What follows belongs to an exercise in optimizing a design on an open flow for small area; a production flow would make more cautious choices.
Only simulation tests tie the RTL to the original design; equivalence was not proved.

==> tundra: inputs <==
Design fft_top, start of the top module:
module fft_top(
    input          sys_clk,
    input          sys_rst_n,
    input          Rx_0,
    output         Tx_0,
    output         Clk_0,
    output         CS,
    output [31:0]  ad_data0,
    output [31:0]  ad_data1,
    output [31:0]  ad_data2,
    output         en_Ain0,
    output         en_Ain1,
    input  [31:0]  P_target,
    output [31:0]  i_current,
    input  [31:0]  P_measure
);
wire [1:0]  tag;
wire [23:0] sr;
ads1258 u_ads1258 (
    .sysclk(sys_clk), .locked(sys_rst_n), .Rx_0(Rx_0),
    .Tx_0(Tx_0), .Clk_0(Clk_0), .CS(CS),
    .en_Ain0(en_Ain0), .tag(tag), .sr(sr)
);
assign en_Ain1 = en_Ain0;
reg [23:0] d0, d1, d2;
always @(posedge sys_clk) begin
    if (!sys_rst_n) begin
        d0 <= 24'd7; d1 <= 24'd7; d2 <= 24'd0;
    end else if (en_Ain0) begin
        if (tag == 2'd0) d0 <= sr;
        if (tag == 2'd1) d1 <= sr;
        if (tag == 2'd2) d2 <= sr;
    end
end
assign ad_data0 = {8'd0, d0};
assign ad_data1 = {8'd0, d1};
assign ad_data2 = {8'd0, d2};
PID_UV_LED PID_UV_LED (
    .clk(sys_clk), .rst_n(sys_rst_n),
    .P_measure(P_measure), .P_target(P_target), .i_current(i_current)
);
endmodule
==> module PID_UV_LED, before the edit <==
module PID_UV_LED (
    input  wire        clk,
    input  wire        rst_n,
    input  wire [31:0] P_measure,
    input  wire [31:0] P_target,
    output wire [31:0] i_current
);
reg [31:0] error, integral;
reg [30:0] prev;
reg [8:0]  cv;
reg [10:0] cs;
reg [17:0] ic;
wire [30:0] dd = error[30:0] - prev;
wire [30:0] yy = dd * 31'd41943;
wire [31:0] rr = integral * 32'd838861;
wire [8:0]  aa = error[8:0] * 9'd5;
always @(posedge clk) begin
    if (!rst_n) begin
        error <= 0; integral <= 0; prev <= 0; cv <= 0; cs <= 0; ic <= 0;
    end else begin
        error <= P_target - P_measure;
        integral <= integral + error;
        prev <= error[30:0];
        cv <= yy[30:22];
        cs <= {2'b0, aa} + {2'b0, rr[31:23]} + {2'b0, cv};
        ic <= (ic > 18'd167772) ? 18'd167772 : ic + {7'b0, cs};
    end
end
assign i_current = {14'd0, ic};
endmodule
make LEC_CHECK=0 CAP_MARGIN=20 CORE_MARGIN=2 CORE_UTILIZATION=40 SLEW_MARGIN=20 finish   # period 10.0 ns
run.sh (not shown) runs the stock make flow with config.mk's settings and CLKGATE_MAP_FILE= SYNTH_SCRIPT=/design/flow/synth_recipe.tcl, a recipe that flattens the netlist after the stock synthesis.
==> zinc: changes against tundra <==
--- a/flow/design.v
+++ b/flow/design.v
@@ -117,6 +117,69 @@
     end
 end
 endmodule
+module pid_rca #(parameter N = 16) (
+    input  [N-1:0] a,
+    input  [N-1:0] b,
+    input          ci,
+    output [N-1:0] s,
+    output         co
+);
+wire [N:0] c;
+assign c[0] = ci;
+genvar j;
+generate for (j = 0; j < N; j = j + 1) begin : g
+    assign s[j]   = a[j] ^ b[j] ^ c[j];
+    assign c[j+1] = (a[j] & b[j]) | (a[j] & c[j]) | (b[j] & c[j]);
+end endgenerate
+assign co = c[N];
+endmodule
+module pid_div5 #(parameter N = 16) (
+    input  [N-1:0] x,
+    input          nbi,
+    input          nr2i,
+    input          nr1i,
+    output [N-1:0] r,
+    output         nbo
+);
+wire [N+1:0] nrr;
+wire [N:0]   nb;
+assign nrr[1:0] = {nr1i, nr2i};
+assign nrr[N+1:2] = ~r;
+assign nb[0] = nbi;
+genvar j;
+generate for (j = 0; j < N; j = j + 1) begin : g
+    assign r[j]    = x[j] ^ nrr[j] ^ nb[j];
+    assign nb[j+1] = (x[j] & nrr[j]) | (x[j] & nb[j]) | (nrr[j] & nb[j]);
+end endgenerate
+assign nbo = nb[N];
+endmodule
+module pid_div25 #(parameter N = 16) (
+    input  [N-1:0] nx,
+    input  [3:0]   wi,       
+    input          b1i,
+    input          b2i,
+    output [N-1:0] w,
+    output         b1o,
+    output         b2o
+);
+wire [N+3:0] ww;
+wire [N-1:0] np, nw;
+wire [N:0]   b1, b2;
+assign ww[3:0] = wi;
+assign ww[N+3:4] = w;
+assign b1[0] = b1i;
+assign b2[0] = b2i;
+genvar j;
+generate for (j = 0; j < N; j = j + 1) begin : g
+    assign np[j]   = nx[j] ^ ww[j+1] ^ b1[j];
+    assign b1[j+1] = (nx[j] & ww[j+1]) | (nx[j] & b1[j]) | (ww[j+1] & b1[j]);
+    assign nw[j]   = np[j] ^ ww[j] ^ b2[j];
+    assign b2[j+1] = (np[j] & ww[j]) | (np[j] & b2[j]) | (ww[j] & b2[j]);
+    assign w[j]    = ~nw[j];
+end endgenerate
+assign b1o = b1[N];
+assign b2o = b2[N];
+endmodule
 module PID_UV_LED (
     input  wire        clk,
     input  wire        rst_n,
@@ -124,25 +187,76 @@
     input  wire [31:0] P_target,
     output wire [31:0] i_current
 );
-reg [31:0] error, integral;
-reg [30:0] prev;
-reg [8:0]  cv;
-reg [10:0] cs;
-reg [17:0] ic;
-wire [30:0] dd = error[30:0] - prev;
-wire [30:0] yy = dd * 31'd41943;
-wire [31:0] rr = integral * 32'd838861;
-wire [8:0]  aa = error[8:0] * 9'd5;
+reg  [31:0] eb;
+reg         ke;
+wire [15:0] neb_lo_n, neb_hi_n;
+wire        nke_n;
+wire [31:0] nP_target = ~P_target;
+pid_rca #(16) u_e0 (.a(nP_target[15:0]),  .b(P_measure[15:0]),  .ci(1'b0), .s(neb_lo_n), .co(nke_n));
+pid_rca #(16) u_e1 (.a(nP_target[31:16]), .b(P_measure[31:16]), .ci(1'b1), .s(neb_hi_n), .co());
+wire [15:0] er_hi;
+pid_rca #(16) u_e2 (.a(eb[31:16]), .b(16'd0), .ci(ke), .s(er_hi), .co());
+reg  [31:0] ib;
+reg         ki;
+wire [15:0] ib_lo_n, ib_hi_n;
+wire        ki_n;
+pid_rca #(16) u_i0 (.a(ib[15:0]),  .b(eb[15:0]), .ci(1'b0), .s(ib_lo_n), .co(ki_n));
+pid_rca #(16) u_i1 (.a(ib[31:16]), .b(er_hi),    .ci(ki),   .s(ib_hi_n), .co());
+wire [15:0] rl;
+wire        nrl_b;
+pid_div5 #(16) u_r0 (.x(ib_lo_n), .nbi(1'b1), .nr2i(1'b1), .nr1i(1'b1), .r(rl), .nbo(nrl_b));
+reg  [2:0]  nrs;
+wire [15:0] xh, rh;
+pid_rca  #(16) u_x  (.a(ib[31:16]), .b({ib[9:0], 6'd0}), .ci(ki), .s(xh), .co());
+pid_div5 #(16) u_r1 (.x(xh), .nbi(nrs[2]), .nr2i(nrs[1]), .nr1i(nrs[0]), .r(rh), .nbo());
+reg  [15:0] npe_lo;
+reg  [14:0] pe_hi;
+wire [15:0] nxl;
+wire        dbw_n;
+pid_rca #(16) u_d0 (.a(npe_lo), .b(eb[15:0]), .ci(1'b0), .s(nxl), .co(dbw_n));
+wire [10:0] q_hi;
+pid_rca #(11) u_d1 (.a(pe_hi[14:4]), .b(nxl[10:0]), .ci(1'b1), .s(q_hi), .co());
+wire [15:0] wl;
+wire        wl_b1, wl_b2;
+pid_div25 #(16) u_w0 (.nx(nxl), .wi(4'd0), .b1i(1'b0), .b2i(1'b0), .w(wl), .b1o(wl_b1), .b2o(wl_b2));
+reg  [14:0] ndq;
+reg         dbw;
+reg  [5:0]  ws;
+wire [14:0] nxph, wh;
+pid_rca   #(15) u_d2 (.a(ndq), .b(pe_hi), .ci(dbw), .s(nxph), .co());
+pid_div25 #(15) u_w1 (.nx(nxph), .wi(ws[5:2]), .b1i(ws[1]), .b2i(ws[0]), .w(wh), .b1o(), .b2o());
+wire [6:0]  a_hi;
+pid_rca #(7) u_a (.a(eb[8:2]), .b(eb[6:0]), .ci(1'b0), .s(a_hi), .co());
+wire [8:0]  aa = {a_hi, eb[1:0]};
+wire [8:0]  bb = rh[15:7];
+wire [8:0]  cc = wh[14:6];
+wire [8:0]  s1 = aa ^ bb ^ cc;
+wire [8:0]  k1 = (aa & bb) | (aa & cc) | (bb & cc);
+wire [9:0]  cs_hi;
+pid_rca #(9) u_c (.a({1'b0, s1[8:1]}), .b(k1), .ci(1'b0), .s(cs_hi[8:0]), .co(cs_hi[9]));
+reg  [10:0] cs;
+reg  [17:0] ic;
+wire [17:0] ic_sum;
+pid_rca #(18) u_s (.a(ic), .b({7'd0, cs}), .ci(1'b0), .s(ic_sum), .co());
+wire        clamp = (ic > 18'd167772);
 always @(posedge clk) begin
     if (!rst_n) begin
-        error <= 0; integral <= 0; prev <= 0; cv <= 0; cs <= 0; ic <= 0;
+        eb <= 32'd0; ke <= 1'b0;
+        ib <= 32'd0; ki <= 1'b0;
+        nrs <= 3'b111;
+        npe_lo <= 16'hffff; pe_hi <= 15'd0;
+        ndq <= 15'h7fff; dbw <= 1'b0; ws <= 6'd0;
+        cs <= 11'd0;
+        ic <= 18'd0;
     end else begin
-        error <= P_target - P_measure;
-        integral <= integral + error;
-        prev <= error[30:0];
-        cv <= yy[30:22];
-        cs <= {2'b0, aa} + {2'b0, rr[31:23]} + {2'b0, cv};
-        ic <= (ic > 18'd167772) ? 18'd167772 : ic + {7'b0, cs};
+        eb <= ~{neb_hi_n, neb_lo_n}; ke <= ~nke_n;
+        ib <= {ib_hi_n, ib_lo_n}; ki <= ki_n;
+        nrs <= {nrl_b, ~rl[14], ~rl[15]};
+        npe_lo <= ~eb[15:0]; pe_hi <= er_hi[14:0];
+        ndq <= ~{q_hi, pe_hi[3:0]}; dbw <= dbw_n;
+        ws <= {wl[15], wl[14], wl[13], wl[12], wl_b1, wl_b2};
+        cs <= {cs_hi, s1[0]};
+        ic <= clamp ? 18'd167772 : ic_sum;
     end
 end
 assign i_current = {14'd0, ic};
- CTS_BUF_LIST: default -> sky130_fd_sc_hd__clkbuf_4
==> summary of the runs <==
- Between zinc and tundra, the lower worst setup slack is in zinc (gap 0.36 ns).
- Against zinc, the non-clock buffer count of tundra is higher by 14.
- Against tundra, the utilization of zinc is higher by 2.5 points.

==> what the ideal ports hide <==
No port has a modelled driver above. Below, the same layouts with a new extraction and two added sets of constraints. Step 1: set_driving_cell puts a clkbuf_16 on sys_clk and a buf_2 on each other input, an assumption about the parent block. Step 2 moves the port delays by t, midway between the first and last clock arrival at a register: inputs arrive t later, outputs are due t later. That takes back most of the time a late clock gives input paths. Slacks: ideal ports / drivers / drivers and shift; pairs: ideal ports / drivers.
run | t, ns | slack for setup (ns) | hold slack, ns | worst register clock-pin slew, ns | worst data-port slew with drivers (ns)
tundra | 0.642 | 1.107 / 1.107 / 1.107 | 0.446 / 0.446 / 0.446 | 0.07 / 0.07 | 0.08
zinc | 0.780 | 0.746 / 0.746 / 0.746 | 0.383 / 0.383 / 0.383 | 0.07 / 0.07 | 0.05
After both steps setup and hold are still met in every run listed.
